This is an optimization exercise on Yosys and OpenROAD, whose aim is small area, not a production implementation.
In this exercise RTL edits were held to simulation tests only and were not proved equivalent to the original.
No run shown here takes its clock network from TritonCTS; it comes from the design's own scripts or RTL.
The flow treats the clock pin as an ideal source. Dropping or thinning the clock tree relies on that and would not hold on a real chip.
Power and IR drop assume default switching activity.

===== design/flow/config.mk =====
export PLATFORM = sky130hd
export DESIGN_NAME = ir_gun
export DESIGN_NICKNAME = ir_gun
export VERILOG_FILES = /design/flow/design.v
export SDC_FILE = /design/flow/constraint.sdc
export NUM_CORES = 4
export LEC_CHECK = 0
export CAP_MARGIN = 0
export CORE_MARGIN = 2
export CORE_UTILIZATION = 70
export PLACE_DENSITY = 0.8
export SLEW_MARGIN = 0

===== design/flow/constraint.sdc =====
create_clock -name core_clock -period 10.0 [get_ports {PCLK}]
set_input_delay 2.0000 -clock core_clock [delete_from_list [all_inputs] [get_ports {PCLK}]]
set_output_delay 2.0000 -clock core_clock [all_outputs]
set_load 0.01 [all_outputs]

===== design/flow/design.v =====
module ir_gun(PCLK,ir_send,
                    PENABLE,
					PSEL,
					PRESETN,
					PWRITE,
					PREADY,
					PSLVERR,
					PADDR,
					PWDATA,
					PRDATA);
input PENABLE, PSEL, PRESETN, PWRITE;
input  [31:0] PWDATA;
input  [7:0] PADDR;
output reg [31:0] PRDATA;
output PREADY, PSLVERR;
input PCLK;
output reg ir_send;
wire wr = PENABLE & PWRITE & PSEL;
wire rd = PSEL & ~PWRITE;
assign PREADY = 1'b1;
assign PSLVERR = 1'b0;
reg [10:0] DATA_TO_SEND;
reg [20:0] count2;    
reg [9:0]  count1h;   
reg [3:0]  count3;    
reg [11:0] ru;        
reg [2:0]  uj;        
reg [3:0]  ui;        
wire c2wrap = &(count2 | ~21'd1251601);        
wire c1wrap = &(count1h | ~10'd980);           
wire ruwrap = ru[11] & ru[8];                  
wire is10   = count3[3] & count3[1];           
wire carrier = ~count1h[9] & ~(count1h[8] & count1h[7]);    
wire c7 = &count2[2:0];
wire utick = c7 & ruwrap;
reg bitv;
always @* begin
  case (ui)
    4'd2: bitv = DATA_TO_SEND[10];
    4'd3: bitv = DATA_TO_SEND[9];
    4'd4: bitv = DATA_TO_SEND[8];
    4'd5: bitv = DATA_TO_SEND[7];
    4'd6: bitv = DATA_TO_SEND[6];
    4'd7: bitv = DATA_TO_SEND[5];
    4'd8: bitv = DATA_TO_SEND[4];
    4'd9: bitv = DATA_TO_SEND[3];
    4'd10: bitv = DATA_TO_SEND[2];
    4'd11: bitv = DATA_TO_SEND[1];
    4'd12: bitv = DATA_TO_SEND[0];
    default: bitv = 1'b1;
  endcase
end
wire tail = (ui > 4'd12);
wire env = (ui == 4'd0) | (~tail & ((~uj[2] & ~uj[1]) | (uj[1] & ~uj[0] & bitv)));
always @(posedge PCLK) begin
  if (!PRESETN || c2wrap) begin
    count2 <= 0;
    ru <= 12'd70;
    ui <= 0;
    uj <= 3'd2;
  end else begin
    count2 <= count2 + 1'b1;
    if (c7)
      ru <= ruwrap ? 12'd70 : ru + 1'b1;
    if (utick) begin
      if (uj[2]) begin
        uj <= 0;
        ui <= ui + 1'b1;
      end else
        uj <= uj + 1'b1;
    end
  end
  if (!PRESETN) begin
    DATA_TO_SEND <= 0;
    count1h <= 10'd86;
    count3 <= 0;
    ir_send <= 0;
    PRDATA <= 0;
  end else begin
    if (rd)
      PRDATA <= {count2, DATA_TO_SEND};
    if (is10)
      DATA_TO_SEND <= 0;
    else if (wr)
      DATA_TO_SEND <= PWDATA[10:0];
    if (c2wrap && !is10)
      count3 <= count3 + 1'b1;
    else if (wr)
      count3 <= 0;
    if (count2[0])
      count1h <= c1wrap ? 10'd86 : count1h + 1'b1;
    ir_send <= env & carrier;
  end
end
endmodule

===== design/flow/flow/run.sh =====
#!/bin/bash
# Own layout flow: the standard synthesis, then an area-oriented re-mapping of the
# combinational logic (flip-flops kept as they are: same instances, names and cells), then
# the standard layout steps with the smallest port buffers and a small clock tree of its own.
set -euo pipefail
W=$(pwd)
R=$W/orfs/results/$FLOW_PLATFORM/ir_gun/base
LIB=$FLOW_HOME/platforms/$FLOW_PLATFORM/lib/sky130_fd_sc_hd__tt_025C_1v80.lib
YOSYS=$FLOW_HOME/../tools/install/yosys/bin/yosys
[[ -x $YOSYS ]] || YOSYS=yosys

# 1. standard synthesis (unchanged)
bash standard.sh synth > $W/flow_synth.log 2>&1
cp $R/1_2_yosys.v $W/std_synth.v

# 2. re-map the combinational logic for area with a few ABC scripts in parallel; keep the smallest
best=""; bestarea=""
for k in 1 2 3 4; do
  mkdir -p $W/reopt$k
  sed -e "s|@LIB@|$LIB|g" -e "s|@IN@|$W/std_synth.v|g" -e "s|@OUT@|$W/reopt$k/reopt.v|g" \
      -e "s|@SCR@|$W/flow/abc$k.scr|g" flow/reopt.ys > $W/reopt$k/reopt.ys
  (cd $W/reopt$k && $YOSYS -s $W/reopt$k/reopt.ys > $W/reopt$k/yosys.log 2>&1 || true) &
done
wait
for k in 1 2 3 4; do
  f=$W/reopt$k/reopt_stat_out.txt
  [[ -s $W/reopt$k/reopt.v && -f $f ]] || continue
  a=$(grep -i "chip area for top module" $f | awk '{print $NF}')
  echo "abc$k area $a" >> $W/reopt_choice.log
  if [[ -z $bestarea ]] || awk "BEGIN{exit !($a < $bestarea)}"; then best=$k; bestarea=$a; fi
done
echo "chosen abc$best area $bestarea" >> $W/reopt_choice.log
cp $W/reopt$best/reopt.v $R/1_2_yosys.v
rm -f $R/1_synth.odb $R/1_synth.sdc

# 3. standard layout steps up to placement
ARGS=("BUFFER_PORTS_ARGS=-buffer_cell sky130_fd_sc_hd__buf_1")
bash standard.sh "${ARGS[@]}" place > $W/flow_place.log 2>&1

# 4. clock buffering in place of ORFS's CTS step: the clock port drives one root buffer,
#    which drives a few leaf buffers, each driving the flip-flops of one region
RESULTS_DIR=$R PLATFORM_DIR=$FLOW_HOME/platforms/$FLOW_PLATFORM \
  MYCLK_NLEAF=6 MYCLK_NCOL=2 MYCLK_BUF=sky130_fd_sc_hd__buf_6 MYCLK_ROOT=sky130_fd_sc_hd__clkbuf_4 \
  openroad -no_init -exit flow/myclock.tcl > $W/flow_clock.log 2>&1
cp $R/4_1_cts.odb $R/4_cts.odb
touch $R/4_cts.sdc

# 5. standard layout steps from global routing to the end
bash standard.sh "${ARGS[@]}" finish > $W/flow_layout.log 2>&1

===== design/flow/flow/abc1.scr =====
strash
&get -n
&deepsyn -T 60
&put
&get -n
&dch -f
&nf -R 1000 -a
&put
topo

===== design/flow/flow/abc2.scr =====
strash
&get -n
&deepsyn -T 60 -S 5
&put
&get -n
&dch -f
&nf -R 1000 -a
&put
topo

===== design/flow/flow/abc3.scr =====
strash
&get -n
&deepsyn -T 60 -S 7
&put
&get -n
&dch -f
&nf -R 1000 -a
&put
topo

===== design/flow/flow/abc4.scr =====
strash
&get -n
&deepsyn -T 60
&put
dch -f
amap
topo

===== design/flow/flow/myclock.tcl =====
# Clock buffering: the clock port drives NLEAF clock buffers, each driving a group of
# flip-flops split by position. Replaces ORFS's CTS step (writes 4_1_cts.odb, 4_cts.sdc).
set R $::env(RESULTS_DIR)
set P $::env(PLATFORM_DIR)
read_liberty $P/lib/sky130_fd_sc_hd__tt_025C_1v80.lib
read_db $R/3_place.odb
read_sdc $R/3_place.sdc
source $P/setRC.tcl
set nleaf $::env(MYCLK_NLEAF)
set bufcell $::env(MYCLK_BUF)
set block [ord::get_db_block]
set clknet [$block findNet PCLK]
set sinks {}
foreach it [$clknet getITerms] {
  if {[$it isInputSignal] || [$it getIoType] == "INPUT"} { lappend sinks $it }
}
puts "clock sinks: [llength $sinks]"
# sort sinks by x then split into nleaf groups
set pts {}
foreach it $sinks {
  set inst [$it getInst]
  set loc [$inst getLocation]
  lappend pts [list [lindex $loc 0] [lindex $loc 1] $it]
}
# split into columns by x, then each column into rows by y
set ncol $::env(MYCLK_NCOL)
set nrow [expr {$nleaf / $ncol}]
set pts [lsort -integer -index 0 $pts]
set n [llength $pts]
set groups {}
for {set c 0} {$c < $ncol} {incr c} {
  set col [lsort -integer -index 1 [lrange $pts [expr {$c * $n / $ncol}] [expr {($c + 1) * $n / $ncol - 1}]]]
  set m [llength $col]
  for {set r 0} {$r < $nrow} {incr r} {
    lappend groups [lrange $col [expr {$r * $m / $nrow}] [expr {($r + 1) * $m / $nrow - 1}]]
  }
}
set master [[ord::get_db] findMaster $bufcell]
set rootnet $clknet
if {[llength $groups] > 4} {
  set rootnet [odb::dbNet_create $block "clknet_root"]
  $rootnet setSigType CLOCK
  set rinst [odb::dbInst_create $block [[ord::get_db] findMaster $::env(MYCLK_ROOT)] "clkbuf_root"]
  set rx 0; set ry 0
  foreach e $pts { set rx [expr {$rx + [lindex $e 0]}]; set ry [expr {$ry + [lindex $e 1]}] }
  $rinst setLocation [expr {$rx / [llength $pts]}] [expr {$ry / [llength $pts]}]
  $rinst setPlacementStatus PLACED
  [$rinst findITerm A] connect $clknet
  [$rinst findITerm X] connect $rootnet
}
set g 0
foreach grp $groups {
  set net [odb::dbNet_create $block "clknet_leaf_$g"]
  $net setSigType CLOCK
  set inst [odb::dbInst_create $block $master "clkbuf_leaf_$g"]
  set sx 0; set sy 0
  foreach e $grp {
    set it [lindex $e 2]
    $it disconnect
    $it connect $net
    set sx [expr {$sx + [lindex $e 0]}]; set sy [expr {$sy + [lindex $e 1]}]
  }
  set cnt [llength $grp]
  $inst setLocation [expr {$sx / $cnt}] [expr {$sy / $cnt}]
  $inst setPlacementStatus PLACED
  [$inst findITerm A] connect $rootnet
  [$inst findITerm X] connect $net
  incr g
}
detailed_placement
check_placement -verbose
set_propagated_clock [all_clocks]
estimate_parasitics -placement
report_worst_slack -min
report_worst_slack -max
set mx 0
foreach p [get_pins -hierarchical */CLK] { set s [get_property $p slew_max]; if {$s > $mx} {set mx $s} }
puts "MAXCLKSLEW $mx"
write_db $R/4_1_cts.odb
write_sdc $R/4_cts.sdc

===== design/flow/flow/reopt.ys =====
read_liberty -ignore_miss_func @LIB@
read_verilog @IN@
hierarchy -top ir_gun
setattr -mod -set keep_hierarchy 1 sky130_fd_sc_hd__df* sky130_fd_sc_hd__edf* sky130_fd_sc_hd__sdf* sky130_fd_sc_hd__sedf*
flatten
opt_clean
tee -o reopt_stat_in.txt stat -liberty @LIB@
abc -liberty @LIB@ -dont_use sky130_fd_sc_hd__lpflow_bleeder_1 -dont_use sky130_fd_sc_hd__lpflow_clkbufkapwr_1 -dont_use sky130_fd_sc_hd__lpflow_clkbufkapwr_16 -dont_use sky130_fd_sc_hd__lpflow_clkbufkapwr_2 -dont_use sky130_fd_sc_hd__lpflow_clkbufkapwr_4 -dont_use sky130_fd_sc_hd__lpflow_clkbufkapwr_8 -dont_use sky130_fd_sc_hd__lpflow_clkinvkapwr_1 -dont_use sky130_fd_sc_hd__lpflow_clkinvkapwr_16 -dont_use sky130_fd_sc_hd__lpflow_clkinvkapwr_2 -dont_use sky130_fd_sc_hd__lpflow_clkinvkapwr_4 -dont_use sky130_fd_sc_hd__lpflow_clkinvkapwr_8 -dont_use sky130_fd_sc_hd__lpflow_decapkapwr_12 -dont_use sky130_fd_sc_hd__lpflow_decapkapwr_3 -dont_use sky130_fd_sc_hd__lpflow_decapkapwr_4 -dont_use sky130_fd_sc_hd__lpflow_decapkapwr_6 -dont_use sky130_fd_sc_hd__lpflow_decapkapwr_8 -dont_use sky130_fd_sc_hd__lpflow_inputiso0n_1 -dont_use sky130_fd_sc_hd__lpflow_inputiso0p_1 -dont_use sky130_fd_sc_hd__lpflow_inputiso1n_1 -dont_use sky130_fd_sc_hd__lpflow_inputiso1p_1 -dont_use sky130_fd_sc_hd__lpflow_inputisolatch_1 -dont_use sky130_fd_sc_hd__lpflow_isobufsrc_1 -dont_use sky130_fd_sc_hd__lpflow_isobufsrc_16 -dont_use sky130_fd_sc_hd__lpflow_isobufsrc_2 -dont_use sky130_fd_sc_hd__lpflow_isobufsrc_4 -dont_use sky130_fd_sc_hd__lpflow_isobufsrc_8 -dont_use sky130_fd_sc_hd__lpflow_isobufsrckapwr_16 -dont_use sky130_fd_sc_hd__lpflow_lsbuf_lh_hl_isowell_tap_1 -dont_use sky130_fd_sc_hd__lpflow_lsbuf_lh_hl_isowell_tap_2 -dont_use sky130_fd_sc_hd__lpflow_lsbuf_lh_hl_isowell_tap_4 -dont_use sky130_fd_sc_hd__lpflow_lsbuf_lh_isowell_4 -dont_use sky130_fd_sc_hd__lpflow_lsbuf_lh_isowell_tap_1 -dont_use sky130_fd_sc_hd__lpflow_lsbuf_lh_isowell_tap_2 -dont_use sky130_fd_sc_hd__lpflow_lsbuf_lh_isowell_tap_4 -dont_use sky130_fd_sc_hd__probe_p_8 -dont_use sky130_fd_sc_hd__probec_p_8  -script @SCR@
opt_clean -purge
hilomap -singleton -hicell sky130_fd_sc_hd__conb_1 HI -locell sky130_fd_sc_hd__conb_1 LO
tee -o reopt_stat_out.txt stat -liberty @LIB@
blackbox sky130_fd_sc_hd__df* sky130_fd_sc_hd__edf* sky130_fd_sc_hd__sdf* sky130_fd_sc_hd__sedf*
write_verilog -noattr -nohex -nodec @OUT@

===== design/flow/standard.sh =====
#!/bin/bash
# synth_recipe.tcl (not shown) runs the flow's synth.tcl, then flattens the netlist and writes it again
# the make line also repeats each setting of config.mk as NAME=value (left out here)
make -C /OpenROAD-flow-scripts/flow DESIGN_CONFIG=/design/flow/config.mk WORK_HOME=/design/flow/orfs CLKGATE_MAP_FILE= SYNTH_SCRIPT=/design/flow/synth_recipe.tcl "${@:-finish}"

==> summary.md, run 1 <==
| Metric | Value |
|---|---|
| Antenna viol nets, final | 0 |
| Largest incremental delay on the critical path | 530 ps |
| Power share of the clock group | 0.278 |
| Pwr per Cell Area | 160 nW/um^2 |
| Worst hold stages | 1 |
| Grt total ovfl | 0 |
| Initial antenna violation count | 0 |
| DR DRC count | 0 |
| Port Buf Inserts | 48 |
| R2r startpoint | count2[0] |
| # nets final | between 400 and 500 |
| Area growth from synthesis to layout | 10.1% |
| Final Setup Violations | 0 |
| Clk slew on worst S/H paths | 100 ps |
| Kind of critical path | reg -> reg |
| Vias per Instance | 6.03 |
| Vias in the first global route | around 2400 |
| CORE AREA | 4630 um^2 |
| Cell Chain, Critical Path | and3_1 > and3_1 > and3_1 > and2_0 > and3_1 > and3_1 > and3_1 > and2_0 > and3_1 > and2_0 > and3_1 > nor2_1 > nor2_1 |
| MaxCap Viol Count | 0 |
| Net Sw Power | 0.128 mW |
| Initial core utilization | 0.715 |
| Setup Total Neg Slack | 0 ps |
| HPWL after DPL | 4480 um |
| Fin. Hold Viols | 0 |
| Worst Max-Slew Pin Slew | 1180 ps |
| Fmax | 281 MHz |
| RSZ-0062 raised after global routing | no |
| Global Route Usage Sum | 0.236 |
| Die area | 5290 um^2 |
| Row count | 25 |
| WP data required | 10320 ps |
| WL/cell | 14.5 um |
| CP endpoint kind | flop |
| Layout cells sized above 1 | 0.0235 |
| Later-pin clock latency in the skew report | 390 ps |
| Num ports | 80 |
| Largest net degree at the start of global routing | 33 |
| Slew headroom | 0.214 |
| Share of power burned in registers | 0.686 |
| Switching part of the total power | 0.220 |
| Logic pwr share | 0.036 |
| Horiz. Die Dim | ~73 um |
| Hold Crit Endpoint | ru[3] |
| Die Span Y | 72.7 um |
| Final Slew Violations | 0 |
| CP Max Fanout | 12 |
| Setup Skew | around 10 ps |
| Max rail drop VDD | 0.000120 V |
| Fin crit share | 0.356 |
| Crit-path slowest cell | dfxtp_1 |
| Hold Path Class | reg -> reg |
| Yosys warning count | 1 |
| Placed inst area | approximately 3600 um^2 |
| Final instance area | 3640 um^2 |
| Nature of the critical path startpoint | flop |
| Mapped Area | 3310 um^2 |
| Hold path startpoint | ru[3] |
| Placer's final routability congestion estimate | 0.821 |
| R2R cell count | 13 |
| Leakage power | 1.39 nW |
| Status | complete, no violations |
| Most used cell, CP | and3_1 |
| Drt first pass iters | 5 |
| Total wire length | 6360 um |
| DRT iter0 DRCs | between 100 and 150 |
| Global-route wire length before repair | 10400 um |
| Vias | 2636 |
| Synth Net Count | 372 |
| CP Data Arrival Time | 3880 ps |
| Syn avg cell area | 10.1 um^2 |
| Int Pwr | 0.453 mW |
| Syn Inst Count | 327 |
| R2r setup slk | 6440 ps |
| Period minus WS final | 3560 ps |
| ANT cells | 0 |
| R2R Path End | count2[20] |
## placed cells by master (no fill, tap or decap), drive strengths merged, types with 4 or more instances in the layout
master and count:
nor2b 4, and3 20, a22o 43, dfxtp 98, and2 8, buf 55
nand2 10, nand3 4, o21ai 29, nor2 26, clkinv 6, a21oi 40
nor3 18
## cell type report
cell class	instances	area, um^2
inverters	6	22.5
well taps	54	67.6
repair buffers	49	188
multi-input cells	223	1330
flip-flops and latches	98	1960
plain buffers	7	75.1
fillers	316	987
## per-stage QoR
stage               hold slack (ps)  utilization  cells  power, mW  setup slack [ps]
detailed placement              454        0.771    430      0.429              6320
floorplan                       436            -    327      0.420              5830
global placement                450        0.771    430      0.428              6340
global route                    491        0.787    437      0.604              6160
finish                          474        0.787    437      0.581              6440
## power by group through the flow
stage | logic [mW] | clock network (mW) | registers, mW
after floorplan | 0.0127 | 0 | 0.407
after global placement | 0.0207 | 0 | 0.407
after detailed placement | 0.0211 | 0 | 0.408
after global routing | 0.0237 | 0.181 | 0.399
final | 0.0211 | 0.161 | 0.398
## state kept, by name (all words and copies together), names as in the netlist
name          cells
DATA_TO_SEND     11
PRDATA           32
count1h          10
count2           21
count3            4
ir_send           1
ru               12
ui                4
uj                3
## layer usage
layer  up-vias  global-route usage  share of wire
met3         9              0.0235          0.031
met5         -                   0              0
met2        40               0.407           0.48
li1       1330                   -              -
met4         0              0.0432          0.017
met1      1257               0.327           0.47
## worst max-delay path: cells and delay by family (launching register included)
| kind | cells | cell delay [ps] |
|---|---|---|
| simple gates | 13 | 2960 |
| flops | 1 | 530 |
## worst max-delay path by stage
stage,start,end,slack [ps]
after floorplan,PWRITE,PRDATA[0],5830
after global placement,PRESETN,PRDATA[11],6340
after detailed placement,PRESETN,PRDATA[23],6320
after global routing,count2[0],count2[20],6160
final,count2[0],count2[20],6440
==> run 2, diff against run 1 <==
==> design/flow/config.mk (replaced) <==
export PLATFORM = sky130hd
export DESIGN_NAME = ir_gun
export DESIGN_NICKNAME = ir_gun
export VERILOG_FILES = /design/flow/design.v
export SDC_FILE = /design/flow/constraint.sdc
export NUM_CORES = 4
export LEC_CHECK = 0
export CAP_MARGIN = 20
export CORE_MARGIN = 2
export CORE_UTILIZATION = 80
export PLACE_DENSITY = 0.9
export SLEW_MARGIN = 20
==> summary.md, run 2 <==
| Metric | Value |
|---|---|
| Status | complete, no violations |
| Kind of critical path | reg -> reg |
| CP endpoint | count2[20] |
| Die area | 4670 um^2 (-12%) |
| Layout cells sized above 1 | 0.0286 (+0.00515) |
| Max reg flops | 32 (unchanged) |
| Leakage power | 1.39 nW (+0.34%) |
| # nets final | 431 (+0.23%) |
| Period minus WS final | 3610 ps (+52.9 ps) |
| Leading registers by flop count | PRDATA (32), count2 (21), ru (12) |
| Multi-input logic area | 1330 um^2 (about the same) |
| Commonest non-fill, non-tap cells in the layout | 98 x dfxtp_1, 48 x buf_1, 43 x a22o_1 |
| Fin. Hold Viols | 0 (unchanged) |
| Commonest non-fill, non-tap cell in the layout | dfxtp_1 |
| Placed inst area | 3570 um^2 (about the same) |
| Antenna viol nets, final | 0 (unchanged) |
| Pwr per Cell Area | 160 nW/um^2 (+0.23%) |
| Initial core utilization | 0.827 (+0.112) |
| Fmax | 277 MHz (-1.5%) |
| Sequential cell area | 1960 um^2 (unchanged) |
| HPWL after DPL | 5110 um (+14%) |
| Setup Skew | 8.55 ps (-1.76 ps) |
| Vias in the first global route | 2637 (+11%) |
| R2R cell count | 13 (unchanged) |
| Total wire length | 7650 um (+20%) |
| Final Setup Violations | 0 (unchanged) |
| Fin crit share | 0.361 (+0.00529) |
| Setup Total Neg Slack | 0 ps (unchanged) |
| Most flops, register | PRDATA |
| Final worst slack | 6390 ps (-52.9 ps) |
| Global Route Usage Sum | 0.330 (+0.0940) |
| Worst Max-Slew Pin Slew | 784 ps (-395 ps) |
| Area growth from synthesis to layout | 10.2% |
| Critical path launch point | count2[0] |
| Later-pin clock latency in the skew report | 390 ps (about the same) |
| Initial antenna violation count | 0 (unchanged) |
| CP Max Fanout | 12 (unchanged) |
| Final Slew Violations | 0 (unchanged) |
| Final instance area | 3650 um^2 (+0.10%) |
| Nature of the critical path startpoint | flop |
| R2r setup slk | 6390 ps (-50 ps) |
| Max rail drop VDD | 0.000129 V (+7.3%) |
| Row count | 23 (-8.0%) |
| Syn Inst Count | 327 (unchanged) |
| DRT iter0 DRCs | 278 (+92%) |
| R2R Path End | count2[20] |
| Clk slew on worst S/H paths | 100 ps (about the same) |
| Drt first pass iters | 5 (unchanged) |
| DR DRC count | 0 (unchanged) |
| Num ports | 80 (unchanged) |
| WL/cell | 17.6 um (+21%) |
| Worst slack, placed | 6230 ps (-92.4 ps) |
| Largest net degree at the start of global routing | 33 (unchanged) |
| ANT cells | 0 (unchanged) |
| Vias per Instance | 6.49 (+7.6%) |
| MaxCap Viol Count | 0 (unchanged) |
| Synth Net Count | 372 (unchanged) |
| Grt total ovfl | 0 (unchanged) |
| Vias | 2816 (+6.8%) |
| Yosys warning count | 1 (unchanged) |
| RSZ-0062 raised after global routing | no |
| CORE AREA | 4000 um^2 (-14%) |
| Hold Path Class | reg -> reg |
| CP Data Arrival Time | 3940 ps (+60 ps) |
| Placer's final routability congestion estimate | 0.791 (-3.7%) |
| Die Span Y | 68.3 um (-6.1%) |
| Mapped Area | 3310 um^2 (unchanged) |
| Fill cells | 182 (-42%) |
| Pwr Total | 0.583 mW (+0.33%) |
| Syn avg cell area | 10.1 um^2 (unchanged) |
| R2r startpoint | count2[0] |
| Port Buf Inserts | 48 (unchanged) |
| Horiz. Die Dim | 68.3 um (-6.1%) |
| WP data required | 10330 ps (about the same) |
| Global-route wire length before repair | 11900 um (+15%) |
| CP endpoint kind | flop |
| Slew headroom | 0.475 (+0.261) |
| Final Core Density | 0.911 (+0.125) |
## run 2: metal layers
metal | track usage | share of wire | up-vias
met5 | 0 | 0 | -
met4 | 0.0950 | 0.015 | 0
met3 | 0.0280 | 0.061 | 13
met2 | 0.600 | 0.52 | 120
met1 | 0.418 | 0.40 | 1348
li1 | - | - | 1335
## run 2: through the flow
| stage | instances | hold slack, ps |
|---|---|---|
| after global placement | 427 | 447 |
| after detailed placement | 427 | 455 |
| after floorplan | 327 | 436 |
| after global routing | 434 | 509 |
| final | 434 | 486 |
## run 2: how the worst min path moves through the flow
stage	start	to	slack, ps	cells after the start
after global routing	PRDATA[3]	PRDATA[3]	510	1
after global placement	count1h[5]	count1h[5]	450	1
after floorplan	count1h[5]	count1h[5]	440	1
after detailed placement	PRDATA[18]	PRDATA[18]	450	1
final	PRDATA[24]	PRDATA[24]	490	1
## run 2: cell type report
type | instances | share of cell area
inverter | 6 | 0.00618
tap | 50 | 0.0172
sequential | 98 | 0.538
timing repair buffer | 50 | 0.0535
buffer | 7 | 0.0206
multi-input combinational | 223 | 0.364
## run 2: power breakdown
part           leakage, nW  internal, mW  switching [mW]  total (mW)
Combinational        0.559       0.00758          0.0150      0.0225
Clock               0.0409        0.0513           0.110       0.161
Sequential           0.792         0.395         0.00442       0.399
## run 2: worst max-delay path: stages, from the launching register on
cell and delay (ps):
dfxtp_1 580, and3_1 420, and3_1 300, and3_1 210
and2_0 240, and3_1 250, and3_1 260, and3_1 210
and2_0 250, and3_1 240, and2_0 260, and3_1 210
nor2_1 50, nor2_1 80
==> run 3, diff against run 2 <==
--- a/design/flow/flow/run.sh
+++ b/design/flow/flow/run.sh
@@ -41,5 +41,5 @@
 #    which drives a few leaf buffers, each driving the flip-flops of one region
 RESULTS_DIR=$R PLATFORM_DIR=$FLOW_HOME/platforms/$FLOW_PLATFORM \
-  MYCLK_NLEAF=6 MYCLK_NCOL=2 MYCLK_BUF=sky130_fd_sc_hd__buf_6 MYCLK_ROOT=sky130_fd_sc_hd__clkbuf_4 \
+  MYCLK_NLEAF=8 MYCLK_NCOL=2 MYCLK_BUF=sky130_fd_sc_hd__buf_4 MYCLK_ROOT=sky130_fd_sc_hd__clkbuf_4 \
   openroad -no_init -exit flow/myclock.tcl > $W/flow_clock.log 2>&1
 cp $R/4_1_cts.odb $R/4_cts.odb
==> summary.md, run 3 <==
| Metric | Value |
|---|---|
| Initial core utilization | 0.827 (unchanged) |
| ANT cells | 0 (unchanged) |
| WHS | 485 ps (-1.42 ps) |
| HPWL after DPL | 5110 um (unchanged) |
| Placer's final routability congestion estimate | 0.791 (unchanged) |
| DRT iter0 DRCs | 252 (-9.4%) |
| Global Route Usage Sum | 0.344 (+0.0136) |
| Vias per Instance | 6.67 (+2.8%) |
| Kind of critical path | reg -> reg |
| Final instance area | 3640 um^2 (-0.21%) |
| Row count | 23 (unchanged) |
| Syn avg cell area | 10.1 um^2 (unchanged) |
| CP endpoint kind | flop |
| Yosys warning count | 1 (unchanged) |
| Layout cells sized above 1 | 0.0337 (+0.00503) |
| Syn Inst Count | 327 (unchanged) |
| Final Core Density | 0.910 (-0.00188) |
| Setup Total Neg Slack | 0 ps (unchanged) |
| Nature of the critical path startpoint | flop |
| Fin. Hold Viols | 0 (unchanged) |
| WL/cell | 18.4 um (+4.2%) |
| Status | complete, no violations |
| Later-pin clock latency in the skew report | 410 ps (+20 ps) |
| Vias in the first global route | 2676 (+1.5%) |
| Leakage power | 1.39 nW (+0.15%) |
| Vias | 2908 (+3.3%) |
| Period minus WS final | 3750 ps (+136 ps) |
| Global-route wire length before repair | 12400 um (+4.0%) |
| Final Slew Violations | 0 (unchanged) |
| R2r startpoint | count2[0] |
| Max rail drop VDD | 0.000146 V (+13%) |
| Slew headroom | 0.512 (+0.0370) |
| Grt total ovfl | 0 (unchanged) |
| Commonest non-fill, non-tap cell in the layout | dfxtp_1 |
| CP Data Arrival Time | 4090 ps (+150 ps) |
| Finished Layout Cells | 436 (+0.46%) |
| Fill cells | 186 (+2.2%) |
| Setup Skew | 11.9 ps (+3.30 ps) |
| Hold path startpoint | PRDATA[8] |
| CP Max Fanout | 12 (unchanged) |
| Total wire length | 8010 um (+4.7%) |
| MaxCap Viol Count | 0 (unchanged) |
| Final Setup Violations | 0 (unchanged) |
| Fin crit share | 0.375 (+0.0136) |
| Placed inst area | 3570 um^2 (unchanged) |
| Num ports | 80 (unchanged) |
| Hold Path Class | reg -> reg |
| Mapped Area | 3310 um^2 (unchanged) |
| Worst Max-Slew Pin Slew | 729 ps (-55.3 ps) |
| Die area | 4670 um^2 (unchanged) |
| RSZ-0062 raised after global routing | no |
| DR DRC count | 0 (unchanged) |
| Leading registers by flop count | PRDATA (32), count2 (21), ru (12) |
| Drt first pass iters | 5 (unchanged) |
| Clk slew on worst S/H paths | 110 ps (about the same) |
| Largest net degree at the start of global routing | 33 (unchanged) |
| Die Span Y | 68.3 um (unchanged) |
| Commonest non-fill, non-tap cells in the layout | 98 x dfxtp_1, 48 x buf_1, 43 x a22o_1 |
| Pwr per Cell Area | 160 nW/um^2 (about the same) |
| Most flops, register | PRDATA |
| Synth Net Count | 372 (unchanged) |
| # nets final | 433 (+0.46%) |
| WP data required | 10350 ps (+20 ps) |
| Horiz. Die Dim | 68.3 um (unchanged) |
| Antenna viol nets, final | 0 (unchanged) |
| Critical path launch point | count2[0] |
| Fmax | 267 MHz (-3.6%) |
| Port Buf Inserts | 48 (unchanged) |
| CORE AREA | 4000 um^2 (unchanged) |
| Max reg flops | 32 (unchanged) |
| Cells after DPL | 427 (unchanged) |
| Initial antenna violation count | 0 (unchanged) |
| Area growth from synthesis to layout | 9.98% |
==> run 3: worst max-delay path, stage by stage (launching register included) <==
cell	delay, ps
dfxtp_1	600
and3_1	410
and3_1	280
and3_1	230
and2_0	260
and3_1	260
and3_1	260
and3_1	230
and2_0	250
and3_1	230
and2_0	270
and3_1	230
nor2_1	60
nor2_1	90
==> run 3: layout make-up <==
cell class	instances	area [um^2]	area share
timing repair buffer	50	195	0.0536
inverter	6	22.5	0.00619
tap	50	62.6	0.0172
multi-input combinational	223	1330	0.365
sequential	98	1960	0.539
buffer	9	67.6	0.0186
==> run 3: path summary, 6_finish.rpt <==
kind | endpoint | slack (ps) | depth (start not counted)
max | count2[20] | 6250 | 13
max reg2reg | count2[20] | 6250 | 13
min | PRDATA[8] | 480 | 1
min reg2reg | PRDATA[8] | 480 | 1
==> run 3: power breakdown <==
part	switching, mW	internal (mW)	total (mW)
clock network	0.114	0.0456	0.159
logic	0.0155	0.00758	0.0231
registers	0.00466	0.395	0.399
==> run 3: per-stage QoR <==
step                      total power, mW  setup slack (ps)
after floorplan                     0.420              5830
after global placement              0.428              6330
after detailed placement            0.430              6230
after global routing                0.593              5990
final                               0.582              6250
==> run 3: metal layers <==
layer  vias up  wire length (um)  GRT usage
met3        31               548     0.0362
met2       166              4030      0.604
met4         0               265      0.135
met1      1377              3160      0.433
li1       1334                 -          -
met5         -                 0          0
==> run 4, diff against run 3 <==
--- a/design/flow/flow/run.sh
+++ b/design/flow/flow/run.sh
@@ -41,5 +41,5 @@
 #    which drives a few leaf buffers, each driving the flip-flops of one region
 RESULTS_DIR=$R PLATFORM_DIR=$FLOW_HOME/platforms/$FLOW_PLATFORM \
-  MYCLK_NLEAF=8 MYCLK_NCOL=2 MYCLK_BUF=sky130_fd_sc_hd__buf_4 MYCLK_ROOT=sky130_fd_sc_hd__clkbuf_4 \
+  MYCLK_NLEAF=6 MYCLK_NCOL=2 MYCLK_BUF=sky130_fd_sc_hd__buf_6 MYCLK_ROOT=sky130_fd_sc_hd__clkbuf_4 \
   openroad -no_init -exit flow/myclock.tcl > $W/flow_clock.log 2>&1
 cp $R/4_1_cts.odb $R/4_cts.odb
--- a/design/flow/config.mk
+++ b/design/flow/config.mk
@@ -8,5 +8,6 @@
 export CAP_MARGIN = 20
 export CORE_MARGIN = 2
-export CORE_UTILIZATION = 80
-export PLACE_DENSITY = 0.9
+export CORE_UTILIZATION = 70
+export CTS_BUF_LIST = sky130_fd_sc_hd__clkbuf_2 sky130_fd_sc_hd__clkbuf_4 sky130_fd_sc_hd__clkbuf_8
+export PLACE_DENSITY = 0.8
 export SLEW_MARGIN = 20
==> summary.md, run 4 <==
| Metric | Value |
|---|---|
| Die area | 5290 um^2 (+13%) |
| Vias | 2640 (-9.2%) |
| Initial core utilization | 0.715 (-0.112) |
| Final Slew Violations | 0 (unchanged) |
| Most flops, register | PRDATA |
| RSZ-0062 raised after global routing | no |
| HPWL after DPL | 4480 um (-12%) |
| Synth Net Count | 372 (unchanged) |
| Commonest non-fill, non-tap cells in the layout | 98 x dfxtp_1, 48 x buf_1, 43 x a22o_1 |
| Final Setup Violations | 0 (unchanged) |
| Max reg flops | 32 (unchanged) |
| Leading registers by flop count | PRDATA (32), count2 (21), ru (12) |
| Syn Inst Count | 327 (unchanged) |
| WP data required | 10320 ps (-30 ps) |
| Max rail drop VDD | 0.000120 V (-17%) |
| Global-route wire length before repair | 10400 um (-16%) |
| Hold path startpoint | ru[3] |
| Worst hold stages | 1 (unchanged) |
| Commonest non-fill, non-tap cell in the layout | dfxtp_1 |
| Status | complete, no violations |
| Kind of critical path | reg -> reg |
| Syn avg cell area | 10.1 um^2 (unchanged) |
| R2r startpoint | count2[0] |
| Period minus WS final | 3560 ps (-187 ps) |
| Area growth from synthesis to layout | 10.1% |
| Drt first pass iters | 5 (unchanged) |
| Hold Path Class | reg -> reg |
| # nets final | 430 (-0.69%) |
| Layout cells sized above 1 | 0.0261 (-0.00757) |
| Initial antenna violation count | 0 (unchanged) |
| Placer's final routability congestion estimate | 0.821 (+3.9%) |
| Fmax | 281 MHz (+5.2%) |
| CP Data Arrival Time | 3880 ps (-210 ps) |
| Nature of the critical path startpoint | flop |
| Fin. Hold Viols | 0 (unchanged) |
| Later-pin clock latency in the skew report | 390 ps (-20 ps) |
| Row count | 25 (+8.7%) |
| R2r setup slk | 6440 ps (+190 ps) |
| Horiz. Die Dim | 72.7 um (+6.5%) |
| WHS | 474 ps (-11.2 ps) |
| Grt total ovfl | 0 (unchanged) |
| Fin crit share | 0.356 (-0.0187) |
| Global Route Usage Sum | 0.236 (-0.108) |
| DRT iter0 DRCs | 146 (-42%) |
| CP endpoint kind | flop |
| Total wire length | 6370 um (-20%) |
| Setup Skew | 9.94 ps (-1.91 ps) |
| Worst Max-Slew Pin Slew | 928 ps (+199 ps) |
| Vias in the first global route | 2373 (-11%) |
| MaxCap Viol Count | 0 (unchanged) |
| WL/cell | 14.6 um (-21%) |
| Num ports | 80 (unchanged) |
| Leakage power | 1.39 nW (-0.52%) |
| Clk slew on worst S/H paths | 100 ps (about the same) |
| Port Buf Inserts | 48 (unchanged) |
| Hold Crit Endpoint | ru[3] |
| Slew headroom | 0.377 (-0.135) |
| Mapped Area | 3310 um^2 (unchanged) |
| Yosys warning count | 1 (unchanged) |
| Largest net degree at the start of global routing | 33 (unchanged) |
| Die Span Y | 72.7 um (+6.5%) |
| DR DRC count | 0 (unchanged) |
| Setup Total Neg Slack | 0 ps (unchanged) |
| Pwr per Cell Area | 159 nW/um^2 (-0.23%) |
| CORE AREA | 4630 um^2 (+16%) |
| R2R Path End | count2[20] |
| R2R cell count | 13 (unchanged) |
| Antenna viol nets, final | 0 (unchanged) |
| ANT cells | 0 (unchanged) |
| Vias per Instance | 6.04 (-9.4%) |
| CP Max Fanout | 12 (unchanged) |
==> run 4: cell count changes in the layout (fill, tap and decap cells not counted) <==
cell,delta
buf_4,-9
buf_6,+6
o21ai_0,-1
o21ai_1,+1
==> run 4: worst max-delay path by stage <==
stage | start | to | slack [ps] | depth (start not counted)
global route | count2[0] | count2[20] | 6160 | 13
global placement | PRESETN | PRDATA[11] | 6340 | 3
floorplan | PWRITE | PRDATA[0] | 5830 | 3
finish | count2[0] | count2[20] | 6440 | 13
detailed placement | PRESETN | PRDATA[23] | 6320 | 3
==> run 4: per-stage QoR <==
step,power [mW],util,setup WS [ps],std cells,area [um^2]
global placement,0.428,0.771,6340,430,3570
floorplan,0.420,-,5830,327,3310
detailed placement,0.429,0.771,6320,430,3570
finish,0.581,0.787,6440,437,3640
global route,0.604,0.787,6160,437,3640
==> run 4: routing by layer <==
| metal | wire length, um | GRT usage | part of all wire | vias up |
|---|---|---|---|---|
| li1 | - | - | - | 1330 |
| met1 | 2960 | 0.327 | 0.46 | 1252 |
| met2 | 3070 | 0.407 | 0.48 | 49 |
| met3 | 239 | 0.0235 | 0.037 | 9 |
| met4 | 108 | 0.0432 | 0.017 | 0 |
| met5 | 0 | 0 | 0 | - |
==> run 4: critical path: stages (launching register included) <==
cell     delay (ps)
dfxtp_1         540
and3_1          420
and3_1          280
and3_1          210
and2_0          260
and3_1          250
and3_1          270
and3_1          220
and2_0          240
and3_1          230
and2_0          240
and3_1          210
nor2_1           50
nor2_1           90
==> run 4: report_power, final <==
group	total (mW)	leakage, nW	internal [mW]	switching (mW)
clock network	0.161	0.0409	0.0512	0.110
logic	0.0212	0.554	0.00734	0.0139
registers	0.398	0.792	0.395	0.00388
total	0.581	1.39	0.453	0.128
==> run 4: area by class of cell <==
class	count	area [um^2]
Timing Repair Buffer	49	188
Sequential cell	98	1960
Fill cell	317	986
Tap cell	54	67.6
Multi-Input combinational cell	223	1330
Buffer	7	75.1
Inverter	6	22.5
==> run 5, diff against run 4 <==
--- a/design/flow/flow/run.sh
+++ b/design/flow/flow/run.sh
@@ -14,14 +14,19 @@
 cp $R/1_2_yosys.v $W/std_synth.v
 
-# 2. re-map the combinational logic for area with a few ABC scripts in parallel; keep the smallest
+# 2. re-map the combinational logic for area with several ABC scripts, four at a time;
+#    keep the smallest result
 best=""; bestarea=""
-for k in 1 2 3 4; do
+for k in 1 2 3 4 5 6 7 8; do
   mkdir -p $W/reopt$k
   sed -e "s|@LIB@|$LIB|g" -e "s|@IN@|$W/std_synth.v|g" -e "s|@OUT@|$W/reopt$k/reopt.v|g" \
       -e "s|@SCR@|$W/flow/abc$k.scr|g" flow/reopt.ys > $W/reopt$k/reopt.ys
-  (cd $W/reopt$k && $YOSYS -s $W/reopt$k/reopt.ys > $W/reopt$k/yosys.log 2>&1 || true) &
 done
-wait
-for k in 1 2 3 4; do
+for wave in "1 2 3 4" "5 6 7 8"; do
+  for k in $wave; do
+    (cd $W/reopt$k && $YOSYS -s $W/reopt$k/reopt.ys > $W/reopt$k/yosys.log 2>&1 || true) &
+  done
+  wait
+done
+for k in 1 2 3 4 5 6 7 8; do
   f=$W/reopt$k/reopt_stat_out.txt
   [[ -s $W/reopt$k/reopt.v && -f $f ]] || continue
==> design/flow/flow/abc2.scr (replaced) <==
strash
&get -n
&deepsyn -T 60 -S 3
&put
&get -n
&dch -f
&nf -R 1000 -a
&put
topo
==> design/flow/flow/abc3.scr (replaced) <==
strash
&get -n
&deepsyn -T 60 -S 4
&put
&get -n
&dch -f
&nf -R 1000 -a
&put
topo
==> design/flow/flow/abc4.scr (replaced) <==
strash
&get -n
&deepsyn -T 60 -S 5
&put
&get -n
&dch -f
&nf -R 1000 -a
&put
topo
==> design/flow/flow/abc5.scr (new file) <==
strash
&get -n
&deepsyn -T 120
&put
&get -n
&dch -f
&nf -R 1000 -a
&put
topo
==> design/flow/flow/abc6.scr (new file) <==
strash
&get -n
&deepsyn -T 60
&deepsyn -T 60 -S 3
&put
&get -n
&dch -f
&nf -R 1000 -a
&put
topo
==> design/flow/flow/abc7.scr (new file) <==
strash
&get -n
&deepsyn -T 60 -S 1
&put
&get -n
&dch -f
&nf -R 1000 -a -p
&put
topo
==> design/flow/flow/abc8.scr (new file) <==
strash
&get -n
&deepsyn -T 60
&put
dch -f
amap
topo
==> summary.md, run 5 <==
| Metric | Value |
|---|---|
| Final Slew Violations | 0 (unchanged) |
| Worst hold stages | 1 (unchanged) |
| Int Pwr | 0.453 mW (unchanged) |
| ANT cells | 0 (unchanged) |
| Yosys warning count | 1 (unchanged) |
| Initial antenna violation count | 0 (unchanged) |
| Commonest non-fill, non-tap cells in the layout | 98 x dfxtp_1, 48 x buf_1, 43 x a22o_1 |
| Fmax | 281 MHz (unchanged) |
| Horiz. Die Dim | 72.7 um (unchanged) |
| CP Data Arrival Time | 3880 ps (about the same) |
| Total wire length | 6370 um (unchanged) |
| Setup Total Neg Slack | 0 ps (unchanged) |
| Nature of the critical path startpoint | flop |
| Global-route wire length before repair | 10400 um (unchanged) |
| Clk slew on worst S/H paths | 100 ps (about the same) |
| Pwr Total | 0.581 mW (unchanged) |
| Largest net degree at the start of global routing | 33 (unchanged) |
| RSZ-0062 raised after global routing | no |
| R2R cell count | 13 (unchanged) |
| Switching part of the total power | 0.220 (unchanged) |
| MaxCap Viol Count | 0 (unchanged) |
| Leading registers by flop count | PRDATA (32), count2 (21), ru (12) |
| CORE AREA | 4630 um^2 (unchanged) |
| Commonest non-fill, non-tap cell in the layout | dfxtp_1 |
| Syn avg cell area | 10.1 um^2 (unchanged) |
| Syn Inst Count | 327 (unchanged) |
| Slew headroom | 0.377 (unchanged) |
| Global Route Usage Sum | 0.236 (unchanged) |
| Fin crit share | 0.356 (unchanged) |
| Drt first pass iters | 5 (unchanged) |
| Num ports | 80 (unchanged) |
| Status | complete, no violations |
| Most flops, register | PRDATA |
| Port Buf Inserts | 48 (unchanged) |
| Die Span Y | 72.7 um (unchanged) |
| Later-pin clock latency in the skew report | 390 ps (about the same) |
| Row count | 25 (unchanged) |
| Hold Path Class | reg -> reg |
| Die area | 5290 um^2 (unchanged) |
| # nets final | 430 (unchanged) |
| Setup Skew | 9.94 ps (unchanged) |
| HPWL after DPL | 4480 um (unchanged) |
| Max reg flops | 32 (unchanged) |
| DR DRC count | 0 (unchanged) |
| Area growth from synthesis to layout | 10.1% (unchanged) |
| Net Sw Power | 0.128 mW (unchanged) |
| Logic pwr share | 0.037 (about the same) |
| Max rail drop VDD | 0.000120 V (unchanged) |
| Worst Max-Slew Pin Slew | 928 ps (unchanged) |
| Vias in the first global route | 2373 (unchanged) |
| Leakage power | 1.39 nW (unchanged) |
| WL/cell | 14.6 um (unchanged) |
| CP Max Fanout | 12 (unchanged) |
| Kind of critical path | reg -> reg |
| Layout cells sized above 1 | 0.0261 (unchanged) |
| WP data required | 10320 ps (about the same) |
| Grt total ovfl | 0 (unchanged) |
| Antenna viol nets, final | 0 (unchanged) |
| DRT iter0 DRCs | 146 (unchanged) |
| Mapped Area | 3310 um^2 (unchanged) |
| Placer's final routability congestion estimate | 0.821 (unchanged) |
| Period minus WS final | 3560 ps (unchanged) |
| Initial core utilization | 0.715 (unchanged) |
| CP endpoint kind | flop |
| Share of power burned in registers | 0.686 (about the same) |
| Final Setup Violations | 0 (unchanged) |
| Vias | 2640 (unchanged) |
| Pwr per Cell Area | 159 nW/um^2 (unchanged) |
| Vias per Instance | 6.04 (unchanged) |
| Synth Net Count | 372 (unchanged) |
| Power share of the clock group | 0.278 (about the same) |
| Fin. Hold Viols | 0 (unchanged) |
[run 5: path summary, 6_finish.rpt]
kind	end	slack, ps	start
hold / removal	ru[3]	470	ru[3]
setup / recovery	count2[20]	6440	count2[0]
hold reg to reg	ru[3]	470	ru[3]
setup reg to reg	count2[20]	6440	count2[0]
[run 5: critical path, cell delays in order, from the launching register on]
cell     delay, ps
dfxtp_1        540
and3_1         420
and3_1         280
and3_1         210
and2_0         260
and3_1         250
and3_1         270
and3_1         220
and2_0         240
and3_1         230
and2_0         240
and3_1         210
nor2_1          50
nor2_1          90
[run 5: power groups by stage]
stage | combinational, mW | sequential [mW] | clock [mW]
3_5_place_dp | 0.0211 | 0.408 | 0
6_report | 0.0212 | 0.398 | 0.161
3_3_place_gp | 0.0207 | 0.407 | 0
2_1_floorplan | 0.0127 | 0.407 | 0
5_1_grt | 0.0237 | 0.399 | 0.181
[run 5: stage by stage]
step	worst slack, ps	std cells	hold slack [ps]	instance area (um^2)	util
final	6440	437	474	3640	0.787
after global routing	6160	437	491	3640	0.787
after detailed placement	6320	430	454	3570	0.771
after global placement	6340	430	450	3570	0.771
after floorplan	5830	327	436	3310	-
[run 5: layout make-up]
type / count / area (um^2)
multi-input cells: 223 / 1330
inverters: 6 / 22.5
plain buffers: 7 / 75.1
well taps: 54 / 67.6
flip-flops and latches: 98 / 1960
repair buffers: 49 / 188
fillers: 317 / 986
[run 5: per-layer routing]
layer,wire length [um],global-route usage,vias up
met3,239,0.0235,9
met5,0,0,-
met2,3070,0.407,49
li1,-,-,1330
met1,2960,0.327,1252
met4,108,0.0432,0
==> run 6, diff against run 5 <==
--- a/design/flow/flow/run.sh
+++ b/design/flow/flow/run.sh
@@ -46,5 +46,5 @@
 #    which drives a few leaf buffers, each driving the flip-flops of one region
 RESULTS_DIR=$R PLATFORM_DIR=$FLOW_HOME/platforms/$FLOW_PLATFORM \
-  MYCLK_NLEAF=6 MYCLK_NCOL=2 MYCLK_BUF=sky130_fd_sc_hd__buf_6 MYCLK_ROOT=sky130_fd_sc_hd__clkbuf_4 \
+  MYCLK_NLEAF=6 MYCLK_NCOL=2 MYCLK_BUF=sky130_fd_sc_hd__buf_6 MYCLK_ROOT=sky130_fd_sc_hd__clkbuf_2 \
   openroad -no_init -exit flow/myclock.tcl > $W/flow_clock.log 2>&1
 cp $R/4_1_cts.odb $R/4_cts.odb
==> design/flow/config.mk (replaced) <==
export PLATFORM = sky130hd
export DESIGN_NAME = ir_gun
export DESIGN_NICKNAME = ir_gun
export VERILOG_FILES = /design/flow/design.v
export SDC_FILE = /design/flow/constraint.sdc
export NUM_CORES = 4
export LEC_CHECK = 0
export CAP_MARGIN = 0
export CORE_MARGIN = 2
export CORE_UTILIZATION = 70
export PLACE_DENSITY = 0.8
export SLEW_MARGIN = 0
==> summary.md, run 6 <==
| Metric | Value |
|---|---|
| Worst Max-Slew Pin Slew | 1180 ps (+249 ps) |
| # nets final | 430 (unchanged) |
| Global Route Usage Sum | 0.235 (-0.00117) |
| ANT cells | 0 (unchanged) |
| HPWL after DPL | 4480 um (unchanged) |
| Vias | 2643 (+0.11%) |
| Synth Net Count | 372 (unchanged) |
| Grt total ovfl | 0 (unchanged) |
| DRT iter0 DRCs | 142 (-2.7%) |
| Kind of critical path | reg -> reg |
| Yosys warning count | 1 (unchanged) |
| Horiz. Die Dim | 72.7 um (unchanged) |
| Port Buf Inserts | 48 (unchanged) |
| Area growth from synthesis to layout | 10.0% |
| Cell Chain, Critical Path | and3_1 > and3_1 > and3_1 > and2_0 > and3_1 > and3_1 > and3_1 > and2_0 > and3_1 > and2_0 > and3_1 > nor2_1 > nor2_1 |
| RSZ-0062 raised after global routing | no |
| CP Max Fanout | 12 (unchanged) |
| Critical path launch point | count2[0] |
| Drt first pass iters | 4 (-1) |
| Die Span Y | 72.7 um (unchanged) |
| Most flops, register | PRDATA |
| Commonest non-fill, non-tap cell in the layout | dfxtp_1 |
| Most used cell, CP | and3_1 |
| Syn Inst Count | 327 (unchanged) |
| R2r startpoint | count2[0] |
| Period minus WS final | 3560 ps (-2.23 ps) |
| Fill cells | 315 (-0.63%) |
| Final Slew Violations | 0 (unchanged) |
| Commonest non-fill, non-tap cells in the layout | 98 x dfxtp_1, 48 x buf_1, 43 x a22o_1 |
| Slew headroom | 0.215 (-0.162) |
| Die area | 5290 um^2 (unchanged) |
| Max rail drop VDD | 0.000120 V (about the same) |
| CP Data Arrival Time | 3950 ps (+70 ps) |
| Mapped Area | 3310 um^2 (unchanged) |
| Finished Layout Cells | 437 (unchanged) |
| Crit-path slowest cell | dfxtp_1 |
| Placer's final routability congestion estimate | 0.821 (unchanged) |
| Cells after DPL | 430 (unchanged) |
| Syn avg cell area | 10.1 um^2 (unchanged) |
| Pwr Total | 0.578 mW (-0.51%) |
| Vias in the first global route | 2353 (-0.84%) |
| Row count | 25 (unchanged) |
| Num ports | 80 (unchanged) |
| R2R cell count | 13 (unchanged) |
| Clk slew on worst S/H paths | 100 ps (about the same) |
| DR DRC count | 0 (unchanged) |
| R2r setup slk | 6440 ps (about the same) |
| Largest incremental delay on the critical path | 540 ps (about the same) |
| Hold Path Class | reg -> reg |
| R2R Path End | count2[20] |
| Fin. Hold Viols | 0 (unchanged) |
| Layout cells sized above 1 | 0.0235 (-0.00261) |
| Setup Total Neg Slack | 0 ps (unchanged) |
| WHS | 474 ps (+0.168 ps) |
| Leading registers by flop count | PRDATA (32), count2 (21), ru (12) |
| Critical path depth in cells | 13 (unchanged) |
| MaxCap Viol Count | 0 (unchanged) |
| Final Setup Violations | 0 (unchanged) |
| Largest net degree at the start of global routing | 33 (unchanged) |
| WL/cell | 14.5 um (-0.47%) |
| Later-pin clock latency in the skew report | 470 ps (+80 ps) |
| Vias per Instance | 6.05 (+0.11%) |
| WP data required | 10400 ps (+80 ps) |
| CORE AREA | 4630 um^2 (unchanged) |
| CP top delay family | simple AND/OR/NAND/NOR gates |
| Total wire length | 6340 um (-0.47%) |
| Max reg flops | 32 (unchanged) |
| Leakage power | 1.39 nW (about the same) |
| Status | complete, no violations |
| Initial core utilization | 0.715 (unchanged) |
| Pwr per Cell Area | 159 nW/um^2 (-0.41%) |
| CP endpoint kind | flop |
| Fmax | 281 MHz (about the same) |
| Initial antenna violation count | 0 (unchanged) |
| Fin crit share | 0.356 (about the same) |
| CP endpoint | count2[20] |
| Nature of the critical path startpoint | flop |
| CP bufs+invs | 0 (unchanged) |
| Setup Skew | 8.55 ps (-1.39 ps) |
| Global-route wire length before repair | 10400 um (-0.53%) |
| Antenna viol nets, final | 0 (unchanged) |
-- run 6: per-layer routing --
metal  share of wire  up-vias  global-route usage
met5               0        -                   0
met1            0.47     1266               0.327
met3           0.030        9              0.0235
met2            0.48       38               0.403
met4           0.017        0              0.0432
li1                -     1330                   -
-- run 6: through the flow --
stage	setup slack [ps]	area, um^2	utilization
after floorplan	5830	3310	-
final	6440	3640	0.786
after global placement	6340	3570	0.771
after detailed placement	6320	3570	0.771
after global routing	6160	3640	0.786
-- run 6: layout make-up --
type / instances / area [um^2] / area share
Buffer: 7 / 72.6 / 0.0199
Inverter: 6 / 22.5 / 0.00619
Multi-Input combinational cell: 223 / 1330 / 0.365
Sequential cell: 98 / 1960 / 0.539
Tap cell: 54 / 67.6 / 0.0186
Timing Repair Buffer: 49 / 188 / 0.0516
-- run 6: worst min-delay path by stage --
| stage | start | end | slack (ps) | depth (start not counted) |
|---|---|---|---|---|
| floorplan | count1h[5] | count1h[5] | 440 | 1 |
| global placement | ru[5] | ru[5] | 450 | 1 |
| detailed placement | PRDATA[18] | PRDATA[18] | 450 | 1 |
| global route | ru[5] | ru[5] | 490 | 1 |
| finish | ru[3] | ru[3] | 470 | 1 |
-- run 6: worst register-to-register path, stage by stage, from the launching register on --
cell     delay, ps
dfxtp_1        540
and3_1         420
and3_1         280
and3_1         210
and2_0         260
and3_1         250
and3_1         270
and3_1         220
and2_0         240
and3_1         230
and2_0         240
and3_1         210
nor2_1          50
nor2_1          90
-- run 6: power by group --
part	switching, mW	internal [mW]
registers	0.00388	0.395
clock network	0.110	0.0485
logic	0.0139	0.00730
total	0.128	0.450

[re-timing with driven ports]
The flow's constraints put no driver on any port. The routed layouts listed below were extracted and timed again, unchanged, in two steps. Step 1 sets driving cells, clkbuf_16 on the clock port and buf_2 on the other inputs (assumed; they add their load-dependent delay and slew). Step 2 also shifts input and output timing later by t, the mid clock arrival at the registers, as if the neighbouring blocks saw the same clock. Three values: ideal ports, drivers, drivers and shift; two values: the first two.
run	shift t [ns]	setup WS [ns]	hold slack, ns	latest minus earliest clock arrival (ns)
run 1	0.413	6.442 / 6.442 / 6.295	0.474 / 0.474 / 0.474	0.011 / 0.011
run 2	0.409	6.389 / 6.389 / 6.277	0.486 / 0.486 / 0.486	0.009 / 0.009
run 3	0.428	6.252 / 6.252 / 6.242	0.485 / 0.485 / 0.485	0.012 / 0.012
run 4	0.413	6.439 / 6.439 / 6.419	0.474 / 0.474 / 0.474	0.010 / 0.011
run 5	0.413	6.439 / 6.439 / 6.419	0.474 / 0.474 / 0.474	0.010 / 0.011
run 6	0.489	6.441 / 6.441 / 6.298	0.474 / 0.474 / 0.474	0.010 / 0.009
After both steps setup and hold are still met in every run listed. The setup slack of run 1, which loses most, moves by 0.000 ns with the drivers and by -0.147 ns with both steps.
